Background: an optimization exercise with open tools, aiming at small area. Do not read the settings as production practice.
In this exercise RTL edits were held to simulation tests only and were not proved equivalent to the original.
No activity file was given, so power comes from the tool's default toggle rates.

**flow/config.mk**
```make
export PLATFORM = sky130hd
export DESIGN_NAME = video_uut
export DESIGN_NICKNAME = video_uut
export VERILOG_FILES = /design/flow/design.v
export SDC_FILE = /design/flow/constraint.sdc
export NUM_CORES = 4
export LEC_CHECK = 0
export CAP_MARGIN = 20
export CORE_MARGIN = 2
export CORE_UTILIZATION = 40
export SLEW_MARGIN = 20
```
**flow/constraint.sdc**
```tcl
create_clock -name core_clock -period 13.0 [get_ports {clk_i}]
set_input_delay 2.6000 -clock core_clock [delete_from_list [all_inputs] [get_ports {clk_i}]]
set_output_delay 2.6000 -clock core_clock [all_outputs]
set_load 0.01 [all_outputs]
```
**flow/design.v**
```verilog
module video_uut (
    input  wire         clk_i           , 
    input  wire         cen_i           , 
    input  wire         rst_i           , 
    input  wire         vid_sel_i       , 
    input  wire [23:0]  vid_rgb_i       , 
    input  wire [1:0]   vh_blank_i      , 
    input  wire [2:0]   dvh_sync_i      , 
    output wire [2:0]   dvh_sync_o      , 
    output wire [23:0]  vid_rgb_o         
);
localparam [3:0] C_BLACK  = 4'd0;    
localparam [3:0] C_WHITE  = 4'd1;    
localparam [3:0] C_MAZE   = 4'd2;    
localparam [3:0] C_BLUE   = 4'd3;    
localparam [3:0] C_ORANGE = 4'd4;    
localparam [3:0] C_RED    = 4'd5;    
localparam [3:0] C_GREEN  = 4'd6;    
localparam [3:0] C_GBLUE  = 4'd7;    
localparam [3:0] C_PINK   = 4'd8;    
localparam [3:0] C_PURPLE = 4'd9;    
localparam [3:0] C_YELLOW = 4'd10;   
reg         HD, VD;
reg  [10:0] HCNT;      
reg  [10:0] VCNT;
wire HR = ~HD &  vh_blank_i[0];
wire HF =  HD & ~vh_blank_i[0];
wire VR = ~VD &  vh_blank_i[1];
wire VF =  VD & ~vh_blank_i[1];
wire [10:0] px = HCNT;
wire [10:0] py = VCNT;
localparam NSF = 12;
function automatic [3:0] sf_win(input [11:0] u);
    reg [3:0] t;
    begin
        t = u[3:0] - 4'd7;
        sf_win[3]   = (u[11:4] == 8'd0) && (u[3:0] != 4'd15);
        sf_win[2:0] = t[3] ? -t[2:0] : t[2:0];
    end
endfunction
function automatic sf_pat(input [3:0] wx, input [3:0] wy);
    sf_pat = wx[3] && wy[3] && (wx[2:0] < 3'd2 || wy[2:0] < 3'd2 || wx[2:0] == wy[2:0]);
endfunction
wire [11:0] px7 = {1'b0, px} + 12'd7;
wire [11:0] py7 = {1'b0, py} + 12'd7;
wire [NSF-1:0] sf_on;
wire [11:0] sf_ux [0:NSF-1];
wire [11:0] sf_uy [0:NSF-1];
wire [10:0] sf_xv [0:NSF-1];
wire [10:0] sf_yv [0:NSF-1];
wire [10:0] sf_yg [0:NSF-1];    
genvar gi;
generate
    for (gi = 0; gi < NSF; gi = gi + 1) begin : g_sf
        localparam integer S  = (gi % 8) + 1;
        localparam [10:0]  X0 = (gi * 160) % 1920;
        localparam [10:0]  Y0 = (gi * 90) % 1080;
        if (gi >= 8) begin : g_derived
            wire [10:0] xb = sf_xv[gi-8];
            wire [10:0] yb = sf_yv[gi-8];
            wire c = (yb >= 11'd360);
            wire w = c ? (xb >= 11'd503) : (xb >= 11'd640);
            wire [11:0] uyb = sf_uy[gi-8];
            wire [11:0] uxb = sf_ux[gi-8];
            wire [11:0] uy_lo = uyb - 12'd720;
            wire [11:0] uy_hi = (gi == 11 && yb[1]) ? uyb + 12'd362 : uyb + 12'd360;
            wire [11:0] ux_00 = uxb - 12'd1280;
            wire [11:0] ux_01 = uxb + 12'd640;
            wire [11:0] ux_10 = uxb - 12'd1417;
            wire [11:0] ux_11 = uxb + 12'd503;
            wire [3:0] wy = c ? sf_win(uy_hi) : sf_win(uy_lo);
            wire [3:0] wx = c ? (w ? sf_win(ux_11) : sf_win(ux_10)) : (w ? sf_win(ux_01) : sf_win(ux_00));
            assign sf_on[gi] = sf_pat(wx, wy);
            assign sf_ux[gi] = 12'd0;
            assign sf_uy[gi] = 12'd0;
            assign sf_xv[gi] = 11'd0;
            assign sf_yv[gi] = 11'd0;
            assign sf_yg[gi] = 11'd0;
        end else if (gi == 1 || gi == 3 || gi == 5 || gi == 7) begin : g_double
            localparam integer B  = (gi - 1) / 2;
            localparam [11:0]  K  = (gi == 1 || gi == 5) ? 12'd90 : 12'd88;
            localparam [10:0]  PH = (gi == 3) ? 11'd2 : (gi == 7) ? 11'd6 : 11'd0;
            localparam [10:0]  WR = (gi == 3) ? 11'd1076 : 11'd1072;
            wire [10:0] xb = sf_xv[B];
            wire [10:0] yb = sf_yg[B];
            wire [11:0] ys = {yb, 1'b0} + K;
            wire [1:0]  e  = (ys >= 12'd2160) ? 2'd2 : (ys >= 12'd1080) ? 2'd1 : 2'd0;
            wire [10:0] yg = (e == 2'd2) ? ys - 12'd2160 : (e == 2'd1) ? ys - 12'd1080 : ys;
            wire [12:0] xs = {1'b0, xb, 1'b0} + 13'd160 + ((e == 2'd2) ? 13'd274 : (e == 2'd1) ? 13'd137 : 13'd0);
            wire [10:0] xd = (xs >= 13'd3840) ? xs - 13'd3840 : (xs >= 13'd1920) ? xs - 13'd1920 : xs;
            wire [10:0] yd;
            if (PH != 0) begin : g_phase
                reg p;
                always @(posedge clk_i) begin
                    if (rst_i)
                        p <= 1'b1;
                    else if (cen_i && VF && yd >= WR)
                        p <= 1'b0;
                end
                assign yd = p ? yg + PH : yg;
            end else begin : g_nophase
                assign yd = yg;
            end
            assign sf_xv[gi] = xd;
            assign sf_yv[gi] = yd;
            assign sf_yg[gi] = yg;
            assign sf_ux[gi] = px7 - {1'b0, xd};
            assign sf_uy[gi] = py7 - {1'b0, yd};
            assign sf_on[gi] = sf_pat(sf_win(sf_ux[gi]), sf_win(sf_uy[gi]));
        end else begin : g_stored
            reg [10:0] x, y;
            wire [10:0] yv = (S % 2 == 0 && Y0[0] == 1'b0) ? {y[10:1], 1'b0} : y;
            always @(posedge clk_i) begin
                if (rst_i) begin
                    x <= X0;
                    y <= Y0;
                end else if (cen_i && VF) begin
                    if (yv >= 11'd1080 - S) begin
                        y <= 11'd0;
                        x <= (x >= 11'd1783) ? x - 11'd1783 : x + 11'd137;
                    end else begin
                        y <= yv + S;
                    end
                end
            end
            assign sf_xv[gi] = x;
            assign sf_yv[gi] = yv;
            assign sf_yg[gi] = yv;
            assign sf_ux[gi] = px7 - {1'b0, x};
            assign sf_uy[gi] = py7 - {1'b0, yv};
            assign sf_on[gi] = sf_pat(sf_win(sf_ux[gi]), sf_win(sf_uy[gi]));
        end
    end
endgenerate
reg  [13:6] SXh, SYh;
localparam [13:0] SX0 = 14'd4096;    
localparam [13:0] SY0 = 14'd13348;   
function automatic [5:0] sq_lo(input [4:0] r);
    reg [9:0] q;
    begin
        q = r * r;
        sq_lo = q[5:0];
    end
endfunction
wire [4:0]  ry5 = py[4:0] - 5'd26;    
wire [13:0] SX = {SXh, sq_lo(px[4:0])};
wire [13:0] SY = {SYh, sq_lo(ry5)};
wire [13:0] SX_inc = SX + {2'b0, HCNT, 1'b0} - 14'd1919;
wire [13:0] SY_inc = SY + {2'b0, VCNT, 1'b0} - 14'd499;
wire [13:0] dist_sq = SX + SY;
wire signed [11:0] rel_x = {1'b0, px} - 12'd960;
wire signed [11:0] rel_y = {1'b0, py} - 12'd250;
wire [10:0] abs_y = rel_y[11] ? -rel_y : rel_y;
reg  [11:6] MRh;
localparam [11:0] MR0 = 12'd1856;
wire [11:0] mr_lo = {6'd0, px[5:0]} * 12'd45 + MR0;
wire [11:0] mouth_r = {MRh, mr_lo[5:0]};
wire [11:0] mouth_inc = mouth_r + 12'd45;
wire pac_on = (dist_sq < 14'd900) &&
              !((rel_x > 0) && ({abs_y[5:0], 6'd0} < mouth_r));
wire g_row = (py >= 11'd125) && (py <= 11'd175);
wire g0 = (px >= 11'd130)  && (px <= 11'd170);
wire g1 = (px >= 11'd530)  && (px <= 11'd570);
wire g2 = (px >= 11'd940)  && (px <= 11'd980);
wire g3 = (px >= 11'd1160) && (px <= 11'd1200);
wire g4 = (px >= 11'd1650-11'd20) && (px <= 11'd1670);
wire [10:0] gx = g0 ? 11'd150 : g1 ? 11'd550 : g2 ? 11'd960 : g3 ? 11'd1180 : 11'd1650;
wire [3:0]  gcol = g0 ? C_PINK : g1 ? C_RED : g2 ? C_GBLUE : g3 ? C_GREEN : C_PURPLE;
wire signed [6:0] gdx = px[6:0] - gx[6:0];
wire signed [6:0] gdy = py[6:0] - 7'd22;        
wire [1:0] gshape;   
function automatic [1:0] ghost_shape(input signed [6:0] rx, input signed [6:0] ry);
    reg [6:0] ax;
    reg [11:0] d;
    reg [6:0] t;
    begin
        ax = rx[6] ? -rx : rx;
        t  = ry + 7'sd5;
        t  = t[6] ? -t : t;
        d  = ax * ax + t * t;
        ghost_shape = 2'd0;
        if (ry < -7'sd5) begin
            if (d < 12'd400) ghost_shape = 2'd1;
        end else if (ry < 7'sd20) begin
            ghost_shape = 2'd1;
        end else begin
            if ((rx >= -7'sd20 && rx < -7'sd12 && ry < 7'sd22) ||
                (rx >= -7'sd12 && rx < -7'sd4  && ry < 7'sd24) ||
                (rx >= -7'sd4  && rx <  7'sd4  && ry < 7'sd25) ||
                (rx >=  7'sd4  && rx <  7'sd12 && ry < 7'sd24) ||
                (rx >=  7'sd12 && rx <  7'sd20 && ry < 7'sd22))
                ghost_shape = 2'd1;
        end
        if (((rx >= -7'sd12 && rx <= -7'sd6) || (rx >= 7'sd6 && rx <= 7'sd12)) &&
            (ry >= -7'sd10 && ry <= -7'sd4))
            ghost_shape = 2'd2;
        if (((rx >= -7'sd10 && rx <= -7'sd8) || (rx >= 7'sd8 && rx <= 7'sd10)) &&
            (ry >= -7'sd8 && ry <= -7'sd6))
            ghost_shape = 2'd3;
    end
endfunction
assign gshape = (g_row && (g0 | g1 | g2 | g3 | g4)) ? ghost_shape(gdx, gdy) : 2'd0;
function [3:0] draw_maze;
    input [10:0] px, py;   
    input signed [10:0] offset_y;   
    reg [10:0] center_x, center_y;
    reg [10:0] letter_start_x;
    reg [10:0] letter_width, letter_height;
    reg [10:0] thickness_outer, thickness_inner, thickness_gap;
    reg [10:0] border_thickness;
    reg [10:0] corner_size;
    begin
        center_x = 960;   
        center_y = 540;   
        draw_maze = 4'd0;   
        border_thickness = 15;   
        corner_size = 30;   
        if (py < border_thickness && px >= corner_size && px < 1920 - corner_size) begin
            draw_maze = 4'd2;
        end
        if (py >= 1080 - border_thickness && px >= corner_size && px < 1920 - corner_size) begin
            draw_maze = 4'd2;
        end
        if (px < border_thickness && py >= corner_size && py < 1080 - corner_size) begin
            draw_maze = 4'd2;
        end
        if (px >= 1920 - border_thickness && py >= corner_size && py < 1080 - corner_size) begin
            draw_maze = 4'd2;
        end
        if (py >= border_thickness + 10 && py < border_thickness + 15 && px >= corner_size + 10 && px < 1920 - corner_size - 10) begin
            draw_maze = 4'd2;
        end
        if (py >= 1080 - border_thickness - 15 && py < 1080 - border_thickness - 10 && px >= corner_size + 10 && px < 1920 - corner_size - 10) begin
            draw_maze = 4'd2;
        end
        if (px >= border_thickness + 10 && px < border_thickness + 15 && py >= corner_size + 10 && py < 1080 - corner_size - 10) begin
            draw_maze = 4'd2;
        end
        if (px >= 1920 - border_thickness - 15 && px < 1920 - border_thickness - 10 && py >= corner_size + 10 && py < 1080 - corner_size - 10) begin
            draw_maze = 4'd2;
        end
        if ((px < corner_size && py < border_thickness) || (px < border_thickness && py < corner_size)) begin
            draw_maze = 4'd2;
        end
        if ((px >= border_thickness + 10 && px < corner_size + 10 && py >= border_thickness + 10 && py < border_thickness + 15) ||
            (px >= border_thickness + 10 && px < border_thickness + 15 && py >= border_thickness + 10 && py < corner_size + 10)) begin
            draw_maze = 4'd2;
        end
        if ((px >= 1920 - corner_size && py < border_thickness) || (px >= 1920 - border_thickness && py < corner_size)) begin
            draw_maze = 4'd2;
        end
        if ((px >= 1920 - corner_size - 10 && px < 1920 - border_thickness - 10 && py >= border_thickness + 10 && py < border_thickness + 15) ||
            (px >= 1920 - border_thickness - 15 && px < 1920 - border_thickness - 10 && py >= border_thickness + 10 && py < corner_size + 10)) begin
            draw_maze = 4'd2;
        end
        if ((px < corner_size && py >= 1080 - border_thickness) || (px < border_thickness && py >= 1080 - corner_size)) begin
            draw_maze = 4'd2;
        end
        if ((px >= border_thickness + 10 && px < corner_size + 10 && py >= 1080 - border_thickness - 15 && py < 1080 - border_thickness - 10) ||
            (px >= border_thickness + 10 && px < border_thickness + 15 && py >= 1080 - corner_size - 10 && py < 1080 - border_thickness - 10)) begin
            draw_maze = 4'd2;
        end
        if ((px >= 1920 - corner_size && py >= 1080 - border_thickness) || (px >= 1920 - border_thickness && py >= 1080 - corner_size)) begin
            draw_maze = 4'd2;
        end
        if ((px >= 1920 - corner_size - 10 && px < 1920 - border_thickness - 10 && py >= 1080 - border_thickness - 15 && py < 1080 - border_thickness - 10) ||
            (px >= 1920 - border_thickness - 15 && px < 1920 - border_thickness - 10 && py >= 1080 - corner_size - 10 && py < 1080 - border_thickness - 10)) begin
            draw_maze = 4'd2;
        end
        letter_start_x = 200;   
        letter_width = 350;   
        letter_height = 450;   
        thickness_outer = 16;   
        thickness_inner = 16;    
        thickness_gap = 20;      
        if (px >= letter_start_x && px < letter_start_x + letter_width && py >= center_y - letter_height/2 && py < center_y + letter_height/2) begin
            if (((px >= letter_start_x && px < letter_start_x + thickness_outer) ||  
                 (px >= letter_start_x + thickness_outer + thickness_gap && px < letter_start_x + thickness_outer + thickness_gap + thickness_inner)) &&
                (py >= center_y - letter_height/2 && py < center_y + letter_height/2)) begin
                draw_maze = 4'd3;
            end
            if (((py >= center_y - letter_height/2 && py < center_y - letter_height/2 + thickness_outer) ||  
                 (py >= center_y - letter_height/2 + thickness_outer + thickness_gap && py < center_y - letter_height/2 + thickness_outer + thickness_gap + thickness_inner)) &&
                (px >= letter_start_x && px < letter_start_x + letter_width)) begin
                draw_maze = 4'd3;
            end
            if (((px >= letter_start_x + letter_width - thickness_outer && px < letter_start_x + letter_width) ||  
                 (px >= letter_start_x + letter_width - thickness_outer - thickness_gap - thickness_inner && px < letter_start_x + letter_width - thickness_outer - thickness_gap)) &&
                (py >= center_y - letter_height/2 + thickness_outer && py < center_y)) begin
                draw_maze = 4'd3;
            end
            if (((py >= center_y && py < center_y + thickness_outer) ||  
                 (py >= center_y + thickness_outer + thickness_gap && py < center_y + thickness_outer + thickness_gap + thickness_inner)) &&
                (px >= letter_start_x && px < letter_start_x + letter_width)) begin
                draw_maze = 4'd3;
            end
            if (((px >= letter_start_x + letter_width - thickness_outer && px < letter_start_x + letter_width) ||  
                 (px >= letter_start_x + letter_width - thickness_outer - thickness_gap - thickness_inner && px < letter_start_x + letter_width - thickness_outer - thickness_gap)) &&
                (py >= center_y + thickness_outer && py < center_y + letter_height/2)) begin
                draw_maze = 4'd3;
            end
        end
        if (px >= letter_start_x + 430 && px < letter_start_x + 430 + letter_width && py >= center_y - letter_height/2 && py < center_y + letter_height/2) begin
            if (((px >= letter_start_x + 430 && px < letter_start_x + 430 + thickness_outer) ||  
                 (px >= letter_start_x + 430 + thickness_outer + thickness_gap && px < letter_start_x + 430 + thickness_outer + thickness_gap + thickness_inner)) &&
                (py >= center_y - letter_height/2 && py < center_y + letter_height/2)) begin
                draw_maze = 4'd4;
            end
            if (((px >= letter_start_x + 430 + letter_width - thickness_outer && px < letter_start_x + 430 + letter_width) ||  
                 (px >= letter_start_x + 430 + letter_width - thickness_outer - thickness_gap - thickness_inner && px < letter_start_x + 430 + letter_width - thickness_outer - thickness_gap)) &&
                (py >= center_y - letter_height/2 && py < center_y + letter_height/2)) begin
                draw_maze = 4'd4;
            end
            if (((py >= center_y - letter_height/2 && py < center_y - letter_height/2 + thickness_outer) ||  
                 (py >= center_y - letter_height/2 + thickness_outer + thickness_gap && py < center_y - letter_height/2 + thickness_outer + thickness_gap + thickness_inner)) &&
                (px >= letter_start_x + 430 + thickness_outer && px < letter_start_x + 430 + letter_width - thickness_outer)) begin
                draw_maze = 4'd4;
            end
            if (((py >= center_y + letter_height/2 - thickness_outer && py < center_y + letter_height/2) ||  
                 (py >= center_y + letter_height/2 - thickness_outer - thickness_gap - thickness_inner && py < center_y + letter_height/2 - thickness_outer - thickness_gap)) &&
                (px >= letter_start_x + 430 + thickness_outer && px < letter_start_x + 430 + letter_width - thickness_outer)) begin
                draw_maze = 4'd4;
            end
        end
        if (px >= letter_start_x + 860 && px < letter_start_x + 860 + letter_width && py >= center_y - letter_height/2 && py < center_y + letter_height/2) begin
            if (((px >= letter_start_x + 860 && px < letter_start_x + 860 + thickness_outer) ||  
                 (px >= letter_start_x + 860 + thickness_outer + thickness_gap && px < letter_start_x + 860 + thickness_outer + thickness_gap + thickness_inner)) &&
                (py >= center_y - letter_height/2 + thickness_outer && py < center_y)) begin
                draw_maze = 4'd5;
            end
            if (((py >= center_y - letter_height/2 && py < center_y - letter_height/2 + thickness_outer) ||  
                 (py >= center_y - letter_height/2 + thickness_outer + thickness_gap && py < center_y - letter_height/2 + thickness_outer + thickness_gap + thickness_inner)) &&
                (px >= letter_start_x + 860 + thickness_outer && px < letter_start_x + 860 + letter_width - thickness_outer)) begin
                draw_maze = 4'd5;
            end
            if (((px >= letter_start_x + 860 + letter_width - thickness_outer && px < letter_start_x + 860 + letter_width) ||  
                 (px >= letter_start_x + 860 + letter_width - thickness_outer - thickness_gap - thickness_inner && px < letter_start_x + 860 + letter_width - thickness_outer - thickness_gap)) &&
                (py >= center_y - letter_height/2 + thickness_outer && py < center_y - letter_height/2 + 60)) begin
                draw_maze = 4'd5;
            end
            if (((py >= center_y && py < center_y + thickness_outer) ||  
                 (py >= center_y + thickness_outer + thickness_gap && py < center_y + thickness_outer + thickness_gap + thickness_inner)) &&
                (px >= letter_start_x + 860 && px < letter_start_x + 860 + letter_width)) begin
                draw_maze = 4'd5;
            end
            if (((px >= letter_start_x + 860 + letter_width - thickness_outer && px < letter_start_x + 860 + letter_width) ||  
                 (px >= letter_start_x + 860 + letter_width - thickness_outer - thickness_gap - thickness_inner && px < letter_start_x + 860 + letter_width - thickness_outer - thickness_gap)) &&
                (py >= center_y + thickness_outer && py < center_y + letter_height/2)) begin
                draw_maze = 4'd5;
            end
            if (((py >= center_y + letter_height/2 - thickness_outer && py < center_y + letter_height/2) ||  
                 (py >= center_y + letter_height/2 - thickness_outer - thickness_gap - thickness_inner && py < center_y + letter_height/2 - thickness_outer - thickness_gap)) &&
                (px >= letter_start_x + 860 && px < letter_start_x + 860 + letter_width - thickness_outer)) begin
                draw_maze = 4'd5;
            end
        end
        if (px >= letter_start_x + 1290 && px < letter_start_x + 1290 + letter_width && py >= center_y - letter_height/2 && py < center_y + letter_height/2) begin
            if (((px >= letter_start_x + 1290 && px < letter_start_x + 1290 + thickness_outer) ||  
                 (px >= letter_start_x + 1290 + thickness_outer + thickness_gap && px < letter_start_x + 1290 + thickness_outer + thickness_gap + thickness_inner)) &&
                (py >= center_y - letter_height/2 + thickness_outer && py < center_y)) begin
                draw_maze = 4'd6;
            end
            if (((py >= center_y - letter_height/2 && py < center_y - letter_height/2 + thickness_outer) ||  
                 (py >= center_y - letter_height/2 + thickness_outer + thickness_gap && py < center_y - letter_height/2 + thickness_outer + thickness_gap + thickness_inner)) &&
                (px >= letter_start_x + 1290 + thickness_outer && px < letter_start_x + 1290 + letter_width - thickness_outer)) begin
                draw_maze = 4'd6;
            end
            if (((px >= letter_start_x + 1290 + letter_width - thickness_outer && px < letter_start_x + 1290 + letter_width) ||  
                 (px >= letter_start_x + 1290 + letter_width - thickness_outer - thickness_gap - thickness_inner && px < letter_start_x + 1290 + letter_width - thickness_outer - thickness_gap)) &&
                (py >= center_y - letter_height/2 + thickness_outer && py < center_y - letter_height/2 + 60)) begin
                draw_maze = 4'd6;
            end
            if (((py >= center_y && py < center_y + thickness_outer) ||  
                 (py >= center_y + thickness_outer + thickness_gap && py < center_y + thickness_outer + thickness_gap + thickness_inner)) &&
                (px >= letter_start_x + 1290 && px < letter_start_x + 1290 + letter_width)) begin
                draw_maze = 4'd6;
            end
            if (((px >= letter_start_x + 1290 + letter_width - thickness_outer && px < letter_start_x + 1290 + letter_width) ||  
                 (px >= letter_start_x + 1290 + letter_width - thickness_outer - thickness_gap - thickness_inner && px < letter_start_x + 1290 + letter_width - thickness_outer - thickness_gap)) &&
                (py >= center_y + thickness_outer && py < center_y + letter_height/2)) begin
                draw_maze = 4'd6;
            end
            if (((py >= center_y + letter_height/2 - thickness_outer && py < center_y + letter_height/2) ||  
                 (py >= center_y + letter_height/2 - thickness_outer - thickness_gap - thickness_inner && py < center_y + letter_height/2 - thickness_outer - thickness_gap)) &&
                (px >= letter_start_x + 1290 && px < letter_start_x + 1290 + letter_width - thickness_outer)) begin
                draw_maze = 4'd6;
            end
        end
    end
endfunction
wire [3:0] maze_c = draw_maze(px, py, 11'd0);
wire dot_on = (maze_c == 4'd0) &&
              px >= 80 && px < 1840 && py >= 80 && py < 1000 &&
              (px % 50 >= 22 && px % 50 < 28) && (py % 50 >= 22 && py % 50 < 28);
reg [3:0] pix_c;
always @* begin
    pix_c = C_BLACK;
    if (dot_on)               pix_c = C_WHITE;
    if (maze_c != 4'd0)       pix_c = maze_c;
    if (gshape == 2'd1)       pix_c = gcol;
    if (gshape == 2'd2)       pix_c = C_WHITE;
    if (pac_on)               pix_c = C_YELLOW;
    if (|sf_on)               pix_c = C_WHITE;
end
reg [3:0] col_q;
reg [2:0] dvh_sync_d1;
always @(posedge clk_i) begin
    if (rst_i) begin
        HD <= 1'b0;
        VD <= 1'b0;
        HCNT <= 11'd0;
        VCNT <= 11'd0;
        SXh <= SX0[13:6];
        SYh <= SY0[13:6];
        MRh <= MR0[11:6];
        col_q <= C_BLACK;
        dvh_sync_d1 <= 3'b000;
    end else if (cen_i) begin
        HD <= vh_blank_i[0];
        VD <= vh_blank_i[1];
        if (HF || (!vh_blank_i[0] && HCNT == 11'd2047)) begin
            HCNT <= 11'd0;
            SXh <= SX0[13:6];
            MRh <= MR0[11:6];
        end else if (!vh_blank_i[0]) begin
            HCNT <= HCNT + 11'd1;
            SXh <= SX_inc[13:6];
            MRh <= mouth_inc[11:6];
        end
        if (VF || (HR && VCNT == 11'd2047)) begin
            VCNT <= 11'd0;
            SYh <= SY0[13:6];
        end else if (HR) begin
            VCNT <= VCNT + 11'd1;
            SYh <= SY_inc[13:6];
        end
        col_q <= pix_c;
        dvh_sync_d1 <= dvh_sync_i;
    end
end
wire k_white  = (col_q == C_WHITE);
wire k_maze   = (col_q == C_MAZE);
wire k_blue   = (col_q == C_BLUE);
wire k_orange = (col_q == C_ORANGE);
wire k_red    = (col_q == C_RED);
wire k_green  = (col_q == C_GREEN);
wire k_gblue  = (col_q == C_GBLUE);
wire k_pink   = (col_q == C_PINK);
wire k_purple = (col_q == C_PURPLE);
wire k_yellow = (col_q == C_YELLOW);
wire r_hi  = k_white | k_orange | k_red | k_pink | k_purple | k_yellow;   
wire r_lo  = k_white | k_orange | k_red | k_pink | k_yellow;              
wire [7:0] g = ({8{k_white | k_green | k_yellow}} & 8'hFF) |
               ({8{k_maze}}   & 8'h40) |
               ({8{k_orange}} & 8'hA5) |
               ({8{k_gblue}}  & 8'h80) |
               ({8{k_pink}}   & 8'hB0);
wire b_hi  = k_white | k_maze | k_blue | k_gblue | k_pink | k_purple;     
wire b_lo  = k_white | k_blue | k_gblue | k_pink | k_purple;              
wire [23:0] rgb = {r_hi, {7{r_lo}}, g, b_hi, {7{b_lo}}};
assign dvh_sync_o = dvh_sync_d1;
assign vid_rgb_o  = rgb;
endmodule
```
**flow/flow/run.sh**
```bash
#!/bin/bash
# The standard layout (standard.sh) with buf_1 port buffers, a different clock
# tree (clkbuf_8 only,
# clusters of up to 20 sinks within 60 um, no dummy loads) and a different
# combinational mapping in
# synthesis:
#  - adders are left to ABC as plain logic (no full/half-adder cell
#    extraction, no Kogge-Stone carry network);
#  - ABC runs flow/deep.abc (deepsyn restructuring, then ABC's area-oriented
#    mapper amap) instead of ORFS's abc script.
# flow/synth.tcl is synth_recipe.tcl with an abc wrapper that swaps the script;
# registers, their names and cell types are those of the standard synthesis.
set -euo pipefail
export MY_ABC_SCRIPT="$PWD/flow/deep.abc"
bash standard.sh SYNTH_SCRIPT="$PWD/flow/synth.tcl" ADDER_MAP_FILE= SYNTH_OPERATIONS_ARGS=-nofsm BUFFER_PORTS_ARGS="-buffer_cell sky130_fd_sc_hd__buf_1" CTS_ARGS="-sink_clustering_enable -repair_clock_nets -dont_use_dummy_load -sink_clustering_size 20 -sink_clustering_max_diameter 60 -buf_list {sky130_fd_sc_hd__clkbuf_8}" finish > make_finish.log 2>&1
```
**flow/flow/deep.abc**
```
strash
&get -n
&fraig -x
&deepsyn -T 100
&deepsyn -T 100
&put
strash
dch -f
amap
```
**flow/flow/synth.tcl**
```tcl
# synth_recipe.tcl with an abc wrapper: the ABC script is replaced by $MY_ABC_SCRIPT
proc synth {args} { yosys synth -nofsm -noshare {*}$args }
proc abc {args} {
  set out {}
  set skip 0
  foreach a $args {
    if {$skip} { set skip 0; continue }
    if {$a eq "-script"} { set skip 1; continue }
    lappend out $a
  }
  if {[info exists ::env(MY_ABC_SCRIPT)] && $::env(MY_ABC_SCRIPT) ne ""} {
    set out [linsert $out 0 -script $::env(MY_ABC_SCRIPT)]
  }
  yosys abc {*}$out
}
source $::env(SCRIPTS_DIR)/synth.tcl
# left out here: clear keep_hierarchy, flatten, clean up, hide names made inside functions, write 1_2_yosys.v
```
**flow/standard.sh**
```bash
#!/bin/bash
# synth_recipe.tcl (not shown) runs the flow's synth.tcl, then flattens the netlist and writes it again
# the make line also repeats each setting of config.mk as NAME=value (left out here)
make -C /OpenROAD-flow-scripts/flow DESIGN_CONFIG=/design/flow/config.mk WORK_HOME=/design/flow/orfs CLKGATE_MAP_FILE= SYNTH_SCRIPT=/design/flow/synth_recipe.tcl "${@:-finish}"
```
==> results of run 1 <==
worst min-delay path by stage:
stage	from	endpoint	slack [ns]
global placement	dvh_sync_d1[1]	dvh_sync_d1[1]	0.44
floorplan	VD	VD	0.44
CTS	dvh_sync_d1[0]	dvh_sync_d1[0]	0.47
global route	dvh_sync_d1[0]	dvh_sync_d1[0]	0.47
finish	dvh_sync_d1[0]	dvh_sync_d1[0]	0.46
detailed placement	dvh_sync_d1[0]	dvh_sync_d1[0]	0.45
through the flow:
step | hold slack [ns] | instance area (um^2) | power, mW | util | setup TNS (ns)
final | 0.462 | 19200 | 1.02 | 0.446 | 0
after global routing | 0.474 | 19200 | 1.07 | 0.446 | -0.0446
after CTS | 0.466 | 19100 | 1.03 | 0.443 | 0
after detailed placement | 0.452 | 18900 | 0.721 | 0.438 | 0
after global placement | 0.443 | 18900 | 0.714 | 0.438 | 0
after floorplan | 0.439 | 17600 | 0.652 | - | 0
flip-flops by register name (all words and copies together) (netlist names):
register                         cells
MRh                                  6
dvh_sync_d1                          3
VD                                   1
g_sf.genblk1.g_stored.x             44
HCNT                                11
g_sf.genblk1.g_stored.y             44
g_sf.genblk1.g_double.g_phase.p      2
col_q                                4
VCNT                                11
HD                                   1
SXh                                  8
SYh                                  8
synthesized netlist by cell type (17+ instances only):
library cell  number  area (um^2)
a2111oi_0         17          149
a211oi_1          57          428
a21oi_1          267         1340
a221oi_1          21          184
a22oi_1           48          360
a31oi_1           45          282
buf_4             18          135
clkinv_1         420         1580
dfxtp_1          143         2860
nand2_1          310         1160
nand3_1           34          170
nor2_1           721         2710
nor2b_1           23          144
nor3_1           124          621
nor4_1            28          175
o211ai_1          17          128
o21a_1            65          488
o21ai_0          349         1750
o221ai_1          24          210
o22ai_1          138          863
o31ai_1           20          150
o32ai_1           24          210
or2_0             30          188
or3_1             17          106
logic make-up (layout without fill, tap and decap cells):
family,Yosys count,count (layout)
buf+inv,438,557
xor+xnor,4,4
compound gates,1183,1183
simple gates,1332,1332
flops,143,143
routing by layer:
metal | part of all wire | up-vias
met5 | 0 | -
met4 | 0.062 | 0
met3 | 0.11 | 269
met2 | 0.41 | 1329
met1 | 0.42 | 10846
li1 | - | 11462
layout make-up:
cell class / instances / area [um^2] / area share
Timing Repair Buffer: 120 / 774 / 0.0402
Multi-Input combinational cell: 2519 / 13100 / 0.679
Clock buffer: 17 / 234 / 0.0122
Sequential cell: 143 / 2860 / 0.149
Tap cell: 585 / 732 / 0.0380
Inverter: 420 / 1580 / 0.0819
worst max-delay path, delay by kind of cell, from the launching register on:
family / cells / cell delay [ns]
AOI/OAI and AO/OA: 27 / 5.13
and+or+nand+nor: 26 / 3.98
buffers and inverters: 13 / 1.94
DFF: 1 / 0.45
where the power goes:
part           internal [mW]  total, mW  switching, mW
Sequential             0.445      0.451        0.00615
Clock                  0.115      0.304          0.189
Combinational         0.0859      0.269          0.183
timing repair:
| action | 4_1_cts | 5_1_grt |
|---|---|---|
| gates resized for setup | 0 | 27 |
| setup endpoints to repair | 0 | 4 |
| buffers inserted | 0 | 2 |
==> summary.txt, run 1 <==
Outcome
  – Run status: timing/DRC/antenna clean

Final layout
  – Layout filler cell count: 4780
  – Most frequent cells in the layout: nor2_1 (715), clkinv_1 (420), o21ai_0 (339)
  – Net total in the final layout: 3254
  – Layout cell share with drive strength beyond 1: 0.0385
  – Final antenna diode count: 0
  – Final std cells w/o fill: 3804
  – Relative area change from synthesis to final layout: 9.62%
  – Most frequent standard cell in the layout excluding fill and tap cells: nor2_1

Timing
  – Worst slew margin: 0.191
  – Fraction of the cycle the final worst path needs: 0.897
  – Post-layout minimum cycle time: 11.66 ns
  – Final Hold Vio Count: 0
  – Final worst slack: 1.34 ns
  – Slew at the pin with the worst max-slew slack: 1.20 ns
  – Max-slew violation count: 0
  – Number of setup violations in the final report: 0
  – Final Skew: 0.0304 ns
  – Upper clock frequency limit: 0.0858 GHz

Floorplan
  – Number of placement rows: 76
  – DIE HEIGHT: 213 um
  – DIE AREA: 0.0456 mm^2
  – Die width: 213 um
  – Area of the placeable core: 0.0432 mm^2
  – Ports: 60
  – Effective utilization at floorplan: 0.407

Routing
  – Overall routed net length: 81200 um
  – Residual DRC count: 0
  – Number of violations reported at the end of detailed-routing iteration 0: 2599
  – Via count: 23906
  – Via-to-Cell Ratio: 6.28
  – Wire per inst: 21.3 um
  – DRT Pass-1 Iters: 9
  – Final antenna-violating net count: 0

GRT
  – Met3 track utilization from global routing: 0.0767
  – GRT Util Overall: 0.351
  – Met2 capacity usage during global routing: 0.525
  – Met1 usage in global routing: 0.463
  – Wire length of the first global-routing pass: 121000 um
  – GR peak layer: met2
  – Via count of the first global-routing pass: 20929
  – Largest net degree at the start of global routing: 31
  – Antenna violations before repair: 0
  – GR Overflow Total: 0

Placement
  – Global placer's final weighted congestion: 1.04
  – Number of buffer cells added on primary ports: 34
  – Minimum setup slack after placement: 0.773 ns
  – Placed Cells: 3785
  – Placed wire-length estimate: 63000 um

Synthesis
  – Share of synthesized area spent on multiplexers: 0
  – Synthesized area per cell: 5.66 um^2
  – Post-synthesis cell count: 3100
  – Post-synthesis sequential element count: 143
  – Main combinational cell family by area after synthesis: compound AO/OA/AOI/OAI gates
  – Prevailing post-synth register cell: dfxtp_1
  – Share of synthesized area occupied by flip-flops and latches: 0.163
  – Synthesized-area fraction occupied by and/or/nand/nor cells: 0.319
  – Post-Synth Adder-Cell Area: 0
  – Post-synth cell types: 58
  – Post-Syn Nets: 3133
  – Async set-or-reset flop fraction in the synthesized netlist: 0
  – Area share of xor/xnor cells in the synthesized design: 0.00200
  – Ys Warns: 1
  – Complex-gate fraction of the synthesized area: 0.419
  – Number of enable flip-flop cells after synthesis: 0
  – Cell area after synthesis: 0.0176 mm^2

Critical path
  – Crit Path Class: reg -> reg
  – Cell with the largest stage delay on the worst path: or4_1
  – Reg-to-reg critical path endpoint: col_q[0]
  – Cells on worst reg2reg path: 66
  – Critical path capture point: col_q[0]
  – CP max stage delay: 0.50 ns
  – Crit Path Max Fanout: 7
  – Startpoint kind of the worst setup timing path: flip-flop
  – CP required: 13.45 ns
  – Critical path launch point: g_sf[0].genblk1.g_stored.y[7]
  – Worst r2r src: g_sf[0].genblk1.g_stored.y[7]
  – Worst path most repeated cell: clkinv_1
  – Endpoint arrival time on the critical path: 12.10 ns
  – R2r setup slk: 1.34 ns
  – Critical path capture point type: flip-flop

Power
  – Power per Cell Area: 53.2 mW/mm^2
  – Peak supply drop: 0.0775 mV
  – Leakage power total: 6.37 nW

Clock network
  – Later-pin clock latency in the skew report: 0.58 ns
  – TritonCTS Buffers: 17
  – Cts-stage hold buffer count: 0
  – TritonCTS clock tree: built
  – Largest buffer count on any clock path: 2
  – H-tree lvl count: 4
  – Clock root cell: clkbuf_8
  – Total number of clock tree sinks: 143
  – Clock edge transition at the registers on the reported setup and hold paths: 0.08 ns

Min path
  – Worst hold stages: 1
  – Class of the worst hold path: reg -> reg

Run
  – Max_cap viols: 0
==> run 2: changes to the inputs <==
==> flow/flow/run.sh (replaced) <==
#!/bin/bash
# The standard layout (standard.sh) with buf_1 port buffers, a different clock
# tree (clkbuf_8 only,
# clusters of up to 20 sinks within 60 um, no dummy loads) and a different
# combinational mapping in
# synthesis:
#  - adders are left to ABC as plain logic (no full/half-adder cell
#    extraction, no Kogge-Stone carry network);
#  - ABC runs flow/deep.abc (deepsyn restructuring, then area-recovering
#    mapping) instead of ORFS's abc script.
# flow/synth.tcl is synth_recipe.tcl with an abc wrapper that swaps the script;
# registers, their names and cell types are those of the standard synthesis.
set -euo pipefail
export MY_ABC_SCRIPT="$PWD/flow/deep.abc"
bash standard.sh SYNTH_SCRIPT="$PWD/flow/synth.tcl" ADDER_MAP_FILE= SYNTH_OPERATIONS_ARGS=-nofsm GPL_KEEP_OVERFLOW=0 BUFFER_PORTS_ARGS="-buffer_cell sky130_fd_sc_hd__buf_1" CTS_ARGS="-sink_clustering_enable -repair_clock_nets -dont_use_dummy_load -sink_clustering_size 30 -sink_clustering_max_diameter 80 -buf_list {sky130_fd_sc_hd__clkbuf_8}" finish > make_finish.log 2>&1
==> flow/flow/deep.abc (replaced) <==
strash
&get -n
&fraig -x
&deepsyn -T 100
&deepsyn -T 100
&put
strash
&get -n
&dch -f
&nf -R 1000
&put
==> run 2 against run 1 <==
Against the previous run: still clean; register-to-register slack lost 0.34 ns; sequential cell count did not move; wire length fell by 12%; sequential share of layout area decreased by 0.26 points; setup slack worse by 0.34 ns; count of clock-buffer cells in the layout did not move; final cell count decreased by 12%; synthesized cell count down 13%; first-iteration DRC count shrank 22%; area after synthesis is 3.1% higher; critical endpoint is now col_q[2]; highest routed layer unchanged.
==> summary.txt, run 2 <==
Final layout
  – Total area of multi-input combinational cells: 0.0151 mm^2
  – Reg area: 0.00288 mm^2
  – Layout cell share with drive strength beyond 1: 0.0336
  – Layout filler cell count: 4681
  – Largest registers: g_sf.genblk1.g_stored.x x44, g_sf.genblk1.g_stored.y x44
  – Net total in the final layout: 2805
  – Relative area change from synthesis to final layout: 8.85%
  – Most frequent cells in the layout: nor2_1 (359), nand2_1 (324), xnor2_1 (293)
  – Final core occ: 0.443
  – Most frequent standard cell in the layout excluding fill and tap cells: nor2_1

Timing
  – Final Skew: 0.0359 ns
  – Post-layout minimum cycle time: 11.99 ns
  – Worst slew margin: 0.201
  – Final Hold Vio Count: 0
  – Fraction of the cycle the final worst path needs: 0.923
  – Max-slew violation count: 0
  – Upper clock frequency limit: 0.0834 GHz
  – Number of setup violations in the final report: 0
  – Final worst slack: 1.01 ns
  – Slew at the pin with the worst max-slew slack: 1.20 ns

Synthesis
  – Cell with the most instances after synthesis: nor2_1
  – Ys Warns: 1
  – Async set-or-reset flop fraction in the synthesized netlist: 0
  – Cell taking the most area after synthesis: dfxtp_1
  – Cell area after synthesis: 0.0181 mm^2
  – Synthesized-area fraction occupied by and/or/nand/nor cells: 0.301
  – Post-synth cell types: 70
  – Post-Synth Adder-Cell Area: 0.0166
  – Share of synthesized area spent on multiplexers: 0.0176
  – Post-Syn Nets: 2745
  – Post-synthesis sequential element count: 143
  – Most frequent cells after synthesis: nor2_1 (364), nand2_1 (325), xnor2_1 (300)
  – Prevailing post-synth register cell: dfxtp_1
  – Share of synthesized area occupied by flip-flops and latches: 0.158
  – Fraction of post-synthesis cell area in the top cell type by area: 0.158
  – Number of enable flip-flop cells after synthesis: 0
  – Area share of xor/xnor cells in the synthesized design: 0.199
  – Synthesized area per cell: 6.67 um^2
  – Ranking of synthesized cells by area: dfxtp_1 (16%), xnor2_1 (15%), nor2_1 (7.6%)
  – Main combinational cell family by area after synthesis: simple AND/OR/NAND/NOR gates
  – Post-synthesis cell count: 2712
  – Complex-gate fraction of the synthesized area: 0.287

Placement
  – Global placer's final weighted congestion: 0.982
  – Minimum setup slack after placement: -1.51 ns
  – Number of buffer cells added on primary ports: 34
  – Placed wire-length estimate: 53800 um

GRT
  – Met2 capacity usage during global routing: 0.479
  – Met3 track utilization from global routing: 0.0602
  – Antenna violations before repair: 1
  – GR Overflow Total: 0
  – Largest net degree at the start of global routing: 35
  – Via count of the first global-routing pass: 19435
  – GRT Util Overall: 0.301
  – GR peak layer: met2
  – Wire length of the first global-routing pass: 110000 um
  – Met1 usage in global routing: 0.383

Clock network
  – Total number of clock tree sinks: 143
  – TritonCTS clock tree: built
  – Largest buffer count on any clock path: 2
  – Clock root cell: clkbuf_8
  – Later-pin clock latency in the skew report: 0.58 ns
  – H-tree lvl count: 4
  – TritonCTS Buffers: 17
  – Clock edge transition at the registers on the reported setup and hold paths: 0.08 ns

Critical path
  – Critical path launch point: g_sf[0].genblk1.g_stored.y[0]
  – Worst path most repeated cell: nor2_1
  – Startpoint kind of the worst setup timing path: flip-flop
  – Crit Path Class: reg -> reg
  – Cell with the largest stage delay on the worst path: xnor2_1
  – Reg-to-reg critical path endpoint: col_q[2]
  – CP required: 13.45 ns
  – CP max stage delay: 0.51 ns
  – Cells on worst reg2reg path: 55
  – R2r setup slk: 1.01 ns
  – Critical path capture point type: flip-flop
  – Worst r2r src: g_sf[0].genblk1.g_stored.y[0]
  – Endpoint arrival time on the critical path: 12.44 ns
  – Crit Path Max Fanout: 13

Routing
  – Overall routed net length: 71500 um
  – DRT Pass-1 Iters: 6
  – Number of violations reported at the end of detailed-routing iteration 0: 2017
  – Via-to-Cell Ratio: 6.20
  – Wire per inst: 21.3 um
  – Residual DRC count: 0
  – Via count: 20846
  – Final antenna-violating net count: 0

Power
  – Power per Cell Area: 79.0 mW/mm^2
  – Peak supply drop: 0.0632 mV
  – Leakage power total: 6.59 nW

Floorplan
  – DIE HEIGHT: 217 um
  – Effective utilization at floorplan: 0.407
  – Ports: 60
  – Area of the placeable core: 0.0444 mm^2
  – Number of placement rows: 77
  – DIE AREA: 0.0470 mm^2
  – Die width: 217 um

Outcome
  – Run status: timing/DRC/antenna clean

Min path
  – Hold Path End: dvh_sync_d1[0]
  – Class of the worst hold path: reg -> reg
  – Worst hold stages: 1
  – Start point of the worst min-delay path: dvh_sync_d1[0]

Run
  – Max_cap viols: 0
[run 2: cell types whose count changed after synthesis, moves of 40 or more]
| cell | change |
|---|---|
| nor2_1 | -357 |
| clkinv_1 | -356 |
| xnor2_1 | +298 |
| o21ai_0 | -121 |
| o22ai_1 | -112 |
| xor2_1 | +110 |
| nand3_1 | +61 |
| nand2b_1 | +51 |
| and3_1 | +40 |
[run 2: worst max-delay path: cells and delay by family (launching register included)]
family                     cells  cell delay [ns]
DFF                            1             0.47
buffers and inverters          3             0.51
xor gates and xnor gates       4             1.23
adders and majority gates      1             0.37
muxes                          2             0.76
AOI/OAI and AO/OA             21             4.55
and+or+nand+nor               24             3.97
[run 2: cell families after synthesis]
kind of cell | count (synthesis)
AO/OA/AOI/OAI | 840
flip-flops | 143
multiplexers | 31
AND/OR/NAND/NOR | 1174
XOR/XNOR | 412
buffers and inverters | 82
adder cells (fa/ha/maj) | 30
[run 2: worst max-delay path by stage]
stage                     to  cells past startpoint
finish              col_q[2]                     55
detailed placement  col_q[2]                     54
CTS                 col_q[2]                     55
global placement    col_q[2]                     53
floorplan           col_q[2]                     54
global route        col_q[2]                     55
[run 2: repair_timing]
item | 4_1_cts | 5_1_grt
gates resized for setup | 10 | 15
endpoints found under the setup margin | 4 | 4
pin swaps | 1 | 3
setup buffers | 1 | 4
hold buffers | 0 | 0
[run 2: area by class of cell]
class                           count  share of cell area
Antenna cell                        1            0.000127
Clock buffer                       17              0.0119
Inverter                           64              0.0125
Multi-Input combinational cell   2487               0.767
Sequential cell                   143               0.146
Tap cell                          592              0.0376
Timing Repair Buffer               59              0.0243
[run 2: power breakdown]
group	switching, mW	total (mW)	internal [mW]
clock	0.183	0.298	0.115
combinational	0.484	0.770	0.285
sequential	0.0402	0.489	0.448
[run 2: metal layers]
metal,up-vias,share of wire
li1,9973,-
met1,9865,0.43
met2,822,0.44
met3,186,0.080
met4,0,0.053
met5,-,0
[run 2: metrics by stage]
step	cells	hold WS (ns)	setup TNS (ns)	total power, mW	area, um^2
detailed placement	3340	0.466	-5.50	1.25	19300
finish	3363	0.474	0	1.56	19700
global route	3363	0.503	-0.0572	1.66	19700
global placement	3320	0.460	-9.67	1.23	18800
CTS	3358	0.482	0	1.55	19600
floorplan	2712	0.449	0	1.07	18100
==> run 3: changes to the inputs <==
--- a/flow/flow/run.sh
+++ b/flow/flow/run.sh
@@ -12,4 +12,4 @@
 # registers, their names and cell types are those of the standard synthesis.
 set -euo pipefail
 export MY_ABC_SCRIPT="$PWD/flow/deep.abc"
-bash standard.sh SYNTH_SCRIPT="$PWD/flow/synth.tcl" ADDER_MAP_FILE= SYNTH_OPERATIONS_ARGS=-nofsm GPL_KEEP_OVERFLOW=0 BUFFER_PORTS_ARGS="-buffer_cell sky130_fd_sc_hd__buf_1" CTS_ARGS="-sink_clustering_enable -repair_clock_nets -dont_use_dummy_load -sink_clustering_size 30 -sink_clustering_max_diameter 80 -buf_list {sky130_fd_sc_hd__clkbuf_8}" finish > make_finish.log 2>&1
+bash standard.sh SYNTH_SCRIPT="$PWD/flow/synth.tcl" ADDER_MAP_FILE= SYNTH_OPERATIONS_ARGS=-nofsm GPL_KEEP_OVERFLOW=0 BUFFER_PORTS_ARGS="-buffer_cell sky130_fd_sc_hd__buf_1" CTS_ARGS="-sink_clustering_enable -repair_clock_nets -dont_use_dummy_load -sink_clustering_size 20 -sink_clustering_max_diameter 60 -buf_list {sky130_fd_sc_hd__clkbuf_8}" finish > make_finish.log 2>&1
==> run 3 against run 2 <==
Against the previous run: highest routed layer unchanged; critical path type unchanged; combinational power barely moved; utilization is the same; die area is the same; largest cell class unchanged.
==> summary.txt, run 3 <==
Synthesis
  – Fraction of post-synthesis cell area in the top cell type by area: 0.158
  – Ys Warns: 1
  – Cell area after synthesis: 0.0181 mm^2
  – Cell taking the most area after synthesis: dfxtp_1
  – Number of enable flip-flop cells after synthesis: 0
  – Post-synth cell types: 70
  – Post-Syn Nets: 2745
  – Synthesized area per cell: 6.67 um^2
  – Prevailing post-synth register cell: dfxtp_1
  – Share of synthesized area occupied by flip-flops and latches: 0.158
  – Most frequent cells after synthesis: nor2_1 (364), nand2_1 (325), xnor2_1 (300)
  – Post-synthesis sequential element count: 143
  – Async set-or-reset flop fraction in the synthesized netlist: 0
  – Ranking of synthesized cells by area: dfxtp_1 (16%), xnor2_1 (15%), nor2_1 (7.6%)
  – Cell with the most instances after synthesis: nor2_1
  – Post-synthesis cell count: 2712

Power
  – Leakage power total: 6.59 nW
  – Peak supply drop: 0.0632 mV
  – Power per Cell Area: 79.0 mW/mm^2
  – Post-layout power: 1.56 mW

Final layout
  – Largest registers: g_sf.genblk1.g_stored.x x44, g_sf.genblk1.g_stored.y x44
  – Most frequent standard cell in the layout excluding fill and tap cells: nor2_1
  – Most frequent cells in the layout: nor2_1 (359), nand2_1 (324), xnor2_1 (293)
  – Net total in the final layout: 2805
  – Relative area change from synthesis to final layout: 8.85%
  – Layout cell share with drive strength beyond 1: 0.0336

GRT
  – GR Overflow Total: 0
  – Wire length of the first global-routing pass: 110000 um
  – Via count of the first global-routing pass: 19435
  – GRT Util Overall: 0.301
  – Antenna violations before repair: 1
  – Largest net degree at the start of global routing: 35

Floorplan
  – DIE HEIGHT: 217 um
  – DIE AREA: 0.0470 mm^2
  – Effective utilization at floorplan: 0.407
  – Number of placement rows: 77
  – Ports: 60
  – Die width: 217 um
  – Area of the placeable core: 0.0444 mm^2

Routing
  – Overall routed net length: 71500 um
  – Wire per inst: 21.3 um
  – Metal3 WL: 5760 um
  – Highest signal layer in the routed design: met4
  – Final antenna-violating net count: 0
  – Met2 routed WL: 31400 um
  – DRT Pass-1 Iters: 6
  – Via count: 20846
  – Residual DRC count: 0
  – Number of violations reported at the end of detailed-routing iteration 0: 2017
  – Met1 layer wirelength in the final routing: 30500 um
  – Via-to-Cell Ratio: 6.20

Timing
  – Slew at the pin with the worst max-slew slack: 1.20 ns
  – Final worst slack: 1.01 ns
  – Max-slew violation count: 0
  – Post-layout minimum cycle time: 11.99 ns
  – Fraction of the cycle the final worst path needs: 0.923
  – Final Hold Vio Count: 0
  – Number of setup violations in the final report: 0
  – Final Skew: 0.0359 ns
  – Worst slew margin: 0.201
  – Upper clock frequency limit: 0.0834 GHz

Clock network
  – Later-pin clock latency in the skew report: 0.58 ns
  – H-tree lvl count: 4
  – Total number of clock tree sinks: 143
  – TritonCTS clock tree: built
  – TritonCTS Buffers: 17
  – Largest buffer count on any clock path: 2
  – Clock edge transition at the registers on the reported setup and hold paths: 0.08 ns
  – Clock root cell: clkbuf_8

Critical path
  – CP required: 13.45 ns
  – Cells on worst reg2reg path: 55
  – Crit Path Class: reg -> reg
  – Startpoint kind of the worst setup timing path: flip-flop
  – Crit Path Max Fanout: 13
  – CP max stage delay: 0.51 ns
  – Cell with the largest stage delay on the worst path: xnor2_1
  – Worst path most repeated cell: nor2_1
  – Endpoint arrival time on the critical path: 12.44 ns
  – Critical path capture point type: flip-flop

Placement
  – Minimum setup slack after placement: -1.51 ns
  – Number of buffer cells added on primary ports: 34
  – Global placer's final weighted congestion: 0.982
  – Placed wire-length estimate: 53800 um

Outcome
  – Run status: timing/DRC/antenna clean

Run
  – Max_cap viols: 0

Min path
  – Class of the worst hold path: reg -> reg
  – Worst hold stages: 1
[run 3: path summary, 6_finish.rpt]
path	startpoint	endpoint	slack (ns)
setup / recovery	g_sf[0].genblk1.g_stored.y[0]	col_q[2]	1.01
hold / removal	dvh_sync_d1[0]	dvh_sync_d1[0]	0.47
setup reg to reg	g_sf[0].genblk1.g_stored.y[0]	col_q[2]	1.01
hold reg to reg	dvh_sync_d1[0]	dvh_sync_d1[0]	0.47
[run 3: cell type report]
class                      instances  area (um^2)
fill                            4681        24700
inverter                          64          245
timing repair buffer              59          479
multi-input combinational       2487        15100
tap                              592          741
clock buffer                      17          234
antenna                            1         2.50
sequential                       143         2880
[run 3: cells by family (layout without fill, tap and decap cells)]
kind of cell	count (synthesis)	in the layout	synth area share
fa+ha+maj	30	30	0.0166
buf+inv	82	140	0.0207
flops	143	143	0.158
mux	31	31	0.0176
simple gates	1174	1174	0.301
compound gates	840	840	0.287
xor+xnor	412	412	0.199
other cells	0	1	0
[run 3: report_power, final]
group / internal (mW) / total [mW] / switching [mW]
clock: 0.115 / 0.298 / 0.183
combinational: 0.285 / 0.770 / 0.484
sequential: 0.448 / 0.489 / 0.0402
[run 3: through the flow]
stage	instances	utilization	area, um^2	TNS [ns]	hold slack [ns]
after global routing	3363	0.443	19700	-0.0572	0.503
after floorplan	2712	-	18100	0	0.449
after detailed placement	3340	0.435	19300	-5.50	0.466
after global placement	3320	0.424	18800	-9.67	0.460
final	3363	0.443	19700	0	0.474
after CTS	3358	0.441	19600	0	0.482
[run 3: what timing repair did]
action | CTS | global route
hold buffers | 0 | 0
pin swaps | 1 | 3
setup endpoints to repair | 4 | 4
buffers inserted | 1 | 4
resized for setup | 10 | 15
[run 3: worst max-delay path, delay by kind of cell, from the launching register on]
kind                     cells  cell delay (ns)
AO/OA/AOI/OAI               21             4.55
XOR/XNOR                     4             1.23
adder cells (fa/ha/maj)      1             0.37
buffers and inverters        3             0.51
flip-flops                   1             0.47
multiplexers                 2             0.76
AND/OR/NAND/NOR             24             3.97
[run 3: per-layer routing]
layer,vias up,GRT usage
met5,-,0
met4,0,0.163
met3,186,0.0602
met2,822,0.479
met1,9865,0.383
li1,9973,-
==> run 4: changes to the inputs <==
--- a/flow/flow/run.sh
+++ b/flow/flow/run.sh
@@ -3,7 +3,9 @@
 # tree (clkbuf_8 only,
 # clusters of up to 20 sinks within 60 um, no dummy loads) and a different
 # combinational mapping in
-# synthesis:
+# synthesis, and timing-driven global placement that keeps none of its trial
+# repairs (GPL_KEEP_OVERFLOW=0; the later repair steps fix what is needed).
+# Synthesis:
 #  - adders are left to ABC as plain logic (no full/half-adder cell
 #    extraction, no Kogge-Stone carry network);
 #  - ABC runs flow/deep.abc (deepsyn restructuring, then area-recovering
==> run 4 against run 3 <==
Against the previous run: count of clock-buffer cells in the layout is the same; maximum frequency did not move; combinational power about the same; critical path type unchanged; highest routed layer unchanged.
==> summary.txt, run 4 <==
Timing
  – Total Negative Setup Slacks: 0 ns
  – Max-slew violation count: 0
  – Upper clock frequency limit: 0.0834 GHz
  – Worst slew margin: 0.201
  – Fraction of the cycle the final worst path needs: 0.923
  – Slew at the pin with the worst max-slew slack: 1.20 ns
  – Post-layout minimum cycle time: 11.99 ns
  – Final worst hold slack: 0.474 ns
  – Number of setup violations in the final report: 0
  – Final Hold Vio Count: 0
  – Final Skew: 0.0359 ns

Floorplan
  – DIE AREA: 0.0470 mm^2
  – DIE HEIGHT: 217 um
  – Number of placement rows: 77
  – Effective utilization at floorplan: 0.407
  – Area of the placeable core: 0.0444 mm^2
  – Ports: 60
  – Die width: 217 um

Synthesis
  – Ys Warns: 1
  – Synthesized area per cell: 6.67 um^2
  – Cell with the most instances after synthesis: nor2_1
  – Fraction of post-synthesis cell area in the top cell type by area: 0.158
  – Cell taking the most area after synthesis: dfxtp_1
  – Post-synth cell types: 70
  – Post-synthesis sequential element count: 143
  – Post-Syn Nets: 2745
  – Number of enable flip-flop cells after synthesis: 0
  – Most frequent cells after synthesis: nor2_1 (364), nand2_1 (325), xnor2_1 (300)
  – Async set-or-reset flop fraction in the synthesized netlist: 0
  – Prevailing post-synth register cell: dfxtp_1
  – Cell area after synthesis: 0.0181 mm^2
  – Share of synthesized area occupied by flip-flops and latches: 0.158
  – Post-synthesis cell count: 2712
  – Ranking of synthesized cells by area: dfxtp_1 (16%), xnor2_1 (15%), nor2_1 (7.6%)

Placement
  – Placed wire-length estimate: 53800 um
  – Number of buffer cells added on primary ports: 34
  – Global placer's final weighted congestion: 0.982

Final layout
  – Final core occ: 0.443
  – Net total in the final layout: 2805
  – Largest registers: g_sf.genblk1.g_stored.x x44, g_sf.genblk1.g_stored.y x44
  – Layout cell share with drive strength beyond 1: 0.0336
  – Most frequent cells in the layout: nor2_1 (359), nand2_1 (324), xnor2_1 (293)
  – Relative area change from synthesis to final layout: 8.85%
  – Most frequent standard cell in the layout excluding fill and tap cells: nor2_1

Power
  – Internal power consumption: 0.849 mW
  – Switch share: 0.455
  – Leakage power total: 6.59 nW
  – Clock share of power: 0.191
  – Logic pwr share: 0.495
  – Seq pwr share: 0.314
  – Power per Cell Area: 79.0 mW/mm^2
  – Post-layout power: 1.56 mW
  – Psw: 0.707 mW
  – Peak supply drop: 0.0632 mV

GRT
  – Antenna violations before repair: 1
  – GR Overflow Total: 0
  – Wire length of the first global-routing pass: 110000 um
  – GRT Util Overall: 0.301
  – Largest net degree at the start of global routing: 35
  – Via count of the first global-routing pass: 19435

Routing
  – Number of violations reported at the end of detailed-routing iteration 0: 2017
  – DRT Pass-1 Iters: 6
  – Wire per inst: 21.3 um
  – Via-to-Cell Ratio: 6.20
  – Residual DRC count: 0
  – Final antenna-violating net count: 0
  – Via count: 20846
  – Overall routed net length: 71500 um

Run
  – Max_cap viols: 0

Outcome
  – Run status: timing/DRC/antenna clean

Clock network
  – Later-pin clock latency in the skew report: 0.58 ns
  – TritonCTS clock tree: built
  – Total number of clock tree sinks: 143
  – H-tree lvl count: 4
  – Clock edge transition at the registers on the reported setup and hold paths: 0.08 ns
  – Largest buffer count on any clock path: 2
  – TritonCTS Buffers: 17
  – Clock root cell: clkbuf_8

Critical path
  – Startpoint kind of the worst setup timing path: flip-flop
  – Worst path most repeated cell: nor2_1
  – Crit Path Max Fanout: 13
  – CP required: 13.45 ns
  – Cell with the largest stage delay on the worst path: xnor2_1
  – Crit Path Class: reg -> reg
  – Endpoint arrival time on the critical path: 12.44 ns
  – CP max stage delay: 0.51 ns
  – Critical path capture point type: flip-flop

Min path
  – Class of the worst hold path: reg -> reg
[run 4: worst max-delay path, delay by kind of cell, from the launching register on]
family          cells  cell delay, ns
flops               1            0.47
mux                 2            0.76
simple gates       24            3.97
compound gates     21            4.55
xor+xnor            4            1.23
fa+ha+maj           1            0.37
buf+inv             3            0.51
[run 4: cell families after synthesis]
kind of cell	Yosys count	share of synthesized area
xor gates and xnor gates	412	0.199
muxes	31	0.0176
and+or+nand+nor	1174	0.301
buffers and inverters	82	0.0207
adders and majority gates	30	0.0166
DFF	143	0.158
AOI/OAI and AO/OA	840	0.287
[run 4: layout make-up]
type / instances / area, um^2
antenna: 1 / 2.50
clock buffer: 17 / 234
fill: 4681 / 24700
inverter: 64 / 245
multi-input combinational: 2487 / 15100
sequential: 143 / 2880
tap: 592 / 741
timing repair buffer: 59 / 479
[run 4: final timing paths]
| kind | from | end | slack (ns) | depth (start not counted) |
|---|---|---|---|---|
| worst max-delay path | g_sf[0].genblk1.g_stored.y[0] | col_q[2] | 1.01 | 55 |
| worst min-delay path | dvh_sync_d1[0] | dvh_sync_d1[0] | 0.47 | 1 |
| worst max register to register | g_sf[0].genblk1.g_stored.y[0] | col_q[2] | 1.01 | 55 |
| worst min register to register | dvh_sync_d1[0] | dvh_sync_d1[0] | 0.47 | 1 |
[run 4: power by group through the flow]
stage / Combinational, mW / Clock, mW / Sequential [mW]
after floorplan: 0.593 / 0 / 0.480
after global placement: 0.731 / 0 / 0.498
after detailed placement: 0.751 / 0 / 0.497
after CTS: 0.756 / 0.311 / 0.487
after global routing: 0.844 / 0.324 / 0.491
final: 0.770 / 0.298 / 0.489
[run 4: layer usage]
layer | global-route usage | up-vias | wire [um] | share of wire
li1 | - | 9973 | - | -
met1 | 0.383 | 9865 | 30500 | 0.43
met2 | 0.479 | 822 | 31400 | 0.44
met3 | 0.0602 | 186 | 5760 | 0.080
met4 | 0.163 | 0 | 3830 | 0.053
met5 | 0 | - | 0 | 0
[run 4: stage by stage]
stage	cell area (um^2)	setup slack, ns	cells
global placement	18800	-2.54	3320
finish	19700	1.01	3363
CTS	19600	0.0923	3358
detailed placement	19300	-1.51	3340
global route	19700	-0.0572	3363
floorplan	18100	0.846	2712
[run 4: repair_timing]
item	4_1_cts	5_1_grt
gates cloned	0	0
hold buffers	0	0
setup buffers	1	4
resized for setup	10	15
endpoints found under the setup margin	4	4
pin swaps	1	3

re-timing with driven ports:
The results above use ideal ports. As a check the final layouts listed here were re-extracted and re-timed, cells and wires unchanged.
Step 1, drivers: a clkbuf_16 drives clk_i and a buf_2 each remaining input, both assumed.
Step 2 adds t to the input delays and takes it off the output delays; t is the mean of the earliest and latest rising clock arrival at the registers after step 1. Input paths then give back, and output paths get back, about the clock's delay inside the block.
Three values: no drivers, after step 1, after step 2; two values: the first two.
run | t (ns) | setup slack, ns | clock arrival spread, ns | worst register clock-pin slew, ns
run 1 | 0.619 | 1.344 / 1.344 / 1.344 | 0.031 / 0.031 | 0.09 / 0.09
run 2 | 0.621 | 1.005 / 1.005 / 1.005 | 0.037 / 0.037 | 0.10 / 0.10
run 3 | 0.621 | 1.005 / 1.005 / 1.005 | 0.037 / 0.037 | 0.10 / 0.10
run 4 | 0.621 | 1.005 / 1.005 / 1.005 | 0.037 / 0.037 | 0.10 / 0.10
After both steps setup and hold are still met in every run listed.
